This is an optimization exercise on Yosys and OpenROAD, whose aim is small area and a short achievable clock period, not a production implementation. Power and IR drop assume default switching activity.

Setup of juniper:
==> module fp_mul, before the edit <==
module fp_mul(clk, op1, op2, result, under, over);
input wire clk;
input wire [15:0] op1, op2;
output wire [15:0] result;
output wire under, over;
wire [13:0] bx = {2'b00, op2[10:0], 1'b0};
wire [5:0] one_d, two_d;
wire [4:0] neg_d;
genvar i;
generate for (i = 0; i < 6; i = i + 1) begin : g_booth
	assign one_d[i] = bx[2*i+1] ^ bx[2*i];
	assign two_d[i] = (bx[2*i+2] & ~bx[2*i+1] & ~bx[2*i]) | (~bx[2*i+2] & bx[2*i+1] & bx[2*i]);
	if (i < 5) begin : g_neg
		assign neg_d[i] = bx[2*i+2];
	end
end endgenerate
reg [10:0] sa;
reg [5:0] bone, btwo;
reg [4:0] bneg;
reg [4:0] e1;
reg sg1;
always @(posedge clk)
begin
	sa <= op1[10:0];
	bone <= one_d;
	btwo <= two_d;
	bneg <= neg_d;
	e1 <= {1'b0, op1[14:11]} + {1'b0, op2[14:11]} - 5'd7;
	sg1 <= op1[15] ^ op2[15];
end
wire [20:0] rx, ry;
fp1 stage1(.a(sa), .one(bone), .two(btwo), .neg(bneg), .rx(rx), .ry(ry));
wire [20:0] px = rx, py = ry;
wire [13:0] lo = {1'b0, px[12:0]} + {1'b0, py[12:0]};
wire [7:0] h0 = px[20:13] + py[20:13];
wire [7:0] h1 = px[20:13] + py[20:13] + 1'b1;
reg [7:0] h0r, h1r;
reg hc;
reg [3:0] lo2;
reg [4:0] e2;
reg sg2;
always @(posedge clk)
begin
	h0r <= h0;
	h1r <= h1;
	hc <= lo[13];
	lo2 <= lo[12:9];
	e2 <= e1;
	sg2 <= sg1;
end
wire [7:0] hi = hc ? h1r : h0r;
wire [20:9] s = {hi, lo2};
fp2 stage2(.s(s), .e(e2), .sign(sg2), .fp_result(result), .under(under), .over(over));
endmodule
clock: 5.3 ns
lec_check: 0
cap_margin: 20
core_margin: 2
core_utilization: 40
slew_margin: 20
synth_hierarchical: 1
synth_minimum_keep_size: 0
standard.sh (not shown) runs the stock make flow with config.mk's settings and CLKGATE_MAP_FILE= SYNTH_SCRIPT=/design/flow/synth_recipe.tcl, a recipe that flattens the netlist after the stock synthesis.
==> flow/flow/run.sh <==
#!/bin/bash
# The standard layout (the standard.sh) with two changes: plain buf_1
# cells as the input and output port buffers instead of the ones
# buffer_ports picks, and clock tree synthesis without dummy load cells.
export BUFFER_PORTS_ARGS="-buffer_cell sky130_fd_sc_hd__buf_1"
export CTS_ARGS="-sink_clustering_enable -repair_clock_nets -buf_list sky130_fd_sc_hd__clkbuf_8 -dont_use_dummy_load"
bash standard.sh > standard.log 2>&1
[inputs] garnet vs juniper
-- flow/design.v --
<<< juniper, line 378
fp1 stage1(.a(sa), .one(bone), .two(btwo), .neg(bneg), .rx(rx), .ry(ry));
wire [20:0] px = rx, py = ry;
wire [13:0] lo = {1'b0, px[12:0]} + {1'b0, py[12:0]};
wire [7:0] h0 = px[20:13] + py[20:13];
wire [7:0] h1 = px[20:13] + py[20:13] + 1'b1;
reg [7:0] h0r, h1r;
reg hc;
reg [3:0] lo2;
reg [4:0] e2;
reg sg2;
>>> garnet, line 378
fp1 stage1(.a(sa), .one(bone), .two(btwo), .neg(bneg), .rx(rx), .ry(ry));
wire [20:0] px = rx, py = ry;
wire [14:0] lo = {1'b0, px[13:0]} + {1'b0, py[13:0]};
wire [6:0] h0 = px[20:14] + py[20:14];
wire [6:0] h1 = px[20:14] + py[20:14] + 1'b1;
reg [6:0] h0r, h1r;
reg hc;
reg [4:0] lo2;
reg [4:0] e2;
reg sg2;
<<< juniper, line 390
	h0r <= h0;
	h1r <= h1;
	hc <= lo[13];
	lo2 <= lo[12:9];
	e2 <= e1;
	sg2 <= sg1;
end
wire [7:0] hi = hc ? h1r : h0r;
wire [20:9] s = {hi, lo2};
fp2 stage2(.s(s), .e(e2), .sign(sg2), .fp_result(result), .under(under), .over(over));
>>> garnet, line 390
	h0r <= h0;
	h1r <= h1;
	hc <= lo[14];
	lo2 <= lo[13:9];
	e2 <= e1;
	sg2 <= sg1;
end
wire [6:0] hi = hc ? h1r : h0r;
wire [20:9] s = {hi, lo2};
fp2 stage2(.s(s), .e(e2), .sign(sg2), .fp_result(result), .under(under), .over(over));
==> comparison <==
Summary: with juniper as the reference, via count of the first global-routing pass in garnet moved down slightly. Looking at initial core utilization, garnet sits 0.39 points below juniper. A worst setup path endpoint of h1r[7]$_DFF_P_ is what juniper shows, while h1r[6]$_DFF_P_ belongs to garnet. Diff juniper -> garnet: die height decreased by 0.85% relative to the old numbers, met3 usage in global routing shows a reduction of 0.54 points, layout-stage area growth over the synthesis result ~0 delta. [compare] base=juniper new=garnet: worst supply voltage drop on vdd has decreased; wire length has increased; area after synthesis has decreased.
Function was not checked in any run of this note: the RTL went through the layout flow alone.

rev 12:
Another version of the RTL of fp_mul (not shown whole).
For scale: ~500 cells after synthesis, ~60 flip-flops, ~51 I/O pins.
==> module fp_mul, before the edit <==
module fp_mul(clk, op1, op2, result, under, over);
input wire clk;
input wire [15:0] op1, op2;
output wire [15:0] result;
output wire under, over;
wire [13:0] bx = {2'b00, op2[10:0], 1'b0};
wire [5:0] one_d, two_d;
wire [4:0] neg_d;
genvar i;
generate for (i = 0; i < 6; i = i + 1) begin : g_booth
	assign one_d[i] = bx[2*i+1] ^ bx[2*i];
	assign two_d[i] = (bx[2*i+2] & ~bx[2*i+1] & ~bx[2*i]) | (~bx[2*i+2] & bx[2*i+1] & bx[2*i]);
	if (i < 5) begin : g_neg
		assign neg_d[i] = bx[2*i+2];
	end
end endgenerate
reg [10:0] sa;
reg [5:0] bone, btwo;
reg [4:0] bneg;
reg [4:0] e1;
reg sg1;
always @(posedge clk)
begin
	sa <= op1[10:0];
	bone <= one_d;
	btwo <= two_d;
	bneg <= neg_d;
	e1 <= {1'b0, op1[14:11]} + {1'b0, op2[14:11]} - 5'd7;
	sg1 <= op1[15] ^ op2[15];
end
wire [20:0] rx, ry;
fp1 stage1(.a(sa), .one(bone), .two(btwo), .neg(bneg), .rx(rx), .ry(ry));
wire [20:0] px = rx, py = ry;
wire [14:0] lo = {1'b0, px[13:0]} + {1'b0, py[13:0]};
wire [6:0] h0 = px[20:14] + py[20:14];
wire [7:0] h1w = {px[20:14], 1'b1} + {py[20:14], 1'b1};
wire [6:0] h1 = h1w[7:1];    
reg [6:0] h0r, h1r;
reg hc;
reg [4:0] lo2;
reg [4:0] e2;
reg sg2;
always @(posedge clk)
begin
	h0r <= h0;
	h1r <= h1;
	hc <= lo[14];
	lo2 <= lo[13:9];
	e2 <= e1;
	sg2 <= sg1;
end
wire [6:0] hi = hc ? h1r : h0r;
wire [20:9] s = {hi, lo2};
fp2 stage2(.s(s), .e(e2), .sign(sg2), .fp_result(result), .under(under), .over(over));
endmodule
export LEC_CHECK = 0
export CAP_MARGIN = 20
export CORE_MARGIN = 2
export CORE_UTILIZATION = 40
export SETUP_SLACK_MARGIN = 1.9
export SLEW_MARGIN = 20
export SYNTH_HIERARCHICAL = 1
export SYNTH_MINIMUM_KEEP_SIZE = 0
create_clock -name core_clock -period 5.3 [get_ports {clk}]
Scripts as last shown in full above: flow/flow/run.sh
Modified inputs, rev 13 compared to rev 12
--- a/flow/design.v
+++ b/flow/design.v
@@ -377,25 +377,25 @@
 wire [20:0] rx, ry;
 fp1 stage1(.a(sa), .one(bone), .two(btwo), .neg(bneg), .rx(rx), .ry(ry));
 wire [20:0] px = rx, py = ry;
-wire [14:0] lo = {1'b0, px[13:0]} + {1'b0, py[13:0]};
-wire [6:0] h0 = px[20:14] + py[20:14];
-wire [7:0] h1w = {px[20:14], 1'b1} + {py[20:14], 1'b1};
-wire [6:0] h1 = h1w[7:1];    
-reg [6:0] h0r, h1r;
+wire [15:0] lo = {1'b0, px[14:0]} + {1'b0, py[14:0]};
+wire [5:0] h0 = px[20:15] + py[20:15];
+wire [6:0] h1w = {px[20:15], 1'b1} + {py[20:15], 1'b1};
+wire [5:0] h1 = h1w[6:1];    
+reg [5:0] h0r, h1r;
 reg hc;
-reg [4:0] lo2;
+reg [5:0] lo2;
 reg [4:0] e2;
 reg sg2;
 always @(posedge clk)
 begin
 	h0r <= h0;
 	h1r <= h1;
-	hc <= lo[14];
-	lo2 <= lo[13:9];
+	hc <= lo[15];
+	lo2 <= lo[14:9];
 	e2 <= e1;
 	sg2 <= sg1;
 end
-wire [6:0] hi = hc ? h1r : h0r;
+wire [5:0] hi = hc ? h1r : h0r;
 wire [20:9] s = {hi, lo2};
 fp2 stage2(.s(s), .e(e2), .sign(sg2), .fp_result(result), .under(under), .over(over));
 endmodule
==> summary.txt <==
Against rev 12, rev 13 reports a first-pass GRT wire length that is higher. Global placement routability congestion of rev 13 exceeds that of rev 12 by a few percent. Hold-critical path depth across rev 13 and rev 12: no real change. Power after layout in rev 13 is 2.8% higher than in rev 12. NOTE cell area after layout rev 12->rev 13 decreased slightly. Compared with rev 12, rev 13 has less setup slack.
No run of this note included a check of the RTL's function; only the layout flow was run.

static timing again, ports no longer ideal:
The results above use ideal ports. As a check the final layouts listed here were re-extracted and re-timed, cells and wires unchanged. Step 1 assumes that a clkbuf_16 drives the clock port and a buf_2 every other input. Step 2 adds t to the input delays and takes it off the output delays; t is the mean of the earliest and latest rising clock arrival at the registers after step 1. Input paths then give back, and output paths get back, about the clock's delay inside the block. Slacks: ideal / step 1 / step 2; pairs: ideal / step 1.
run	t (ns)	slack for setup (ns)	hold WS [ns]	worst slew at a driven data input, ns	pins driven straight from the clock port
juniper	0.380	1.072 / 1.072 / 1.072	0.327 / 0.327 / 0.327	0.04	1
garnet	0.373	1.043 / 1.043 / 1.043	0.318 / 0.318 / 0.318	0.04	1
rev 12	0.353	1.950 / 1.950 / 1.950	0.308 / 0.308 / 0.308	0.03	1
rev 13	0.358	1.779 / 1.779 / 1.779	0.323 / 0.323 / 0.323	0.04	1
After both steps every run listed still meets setup and hold.
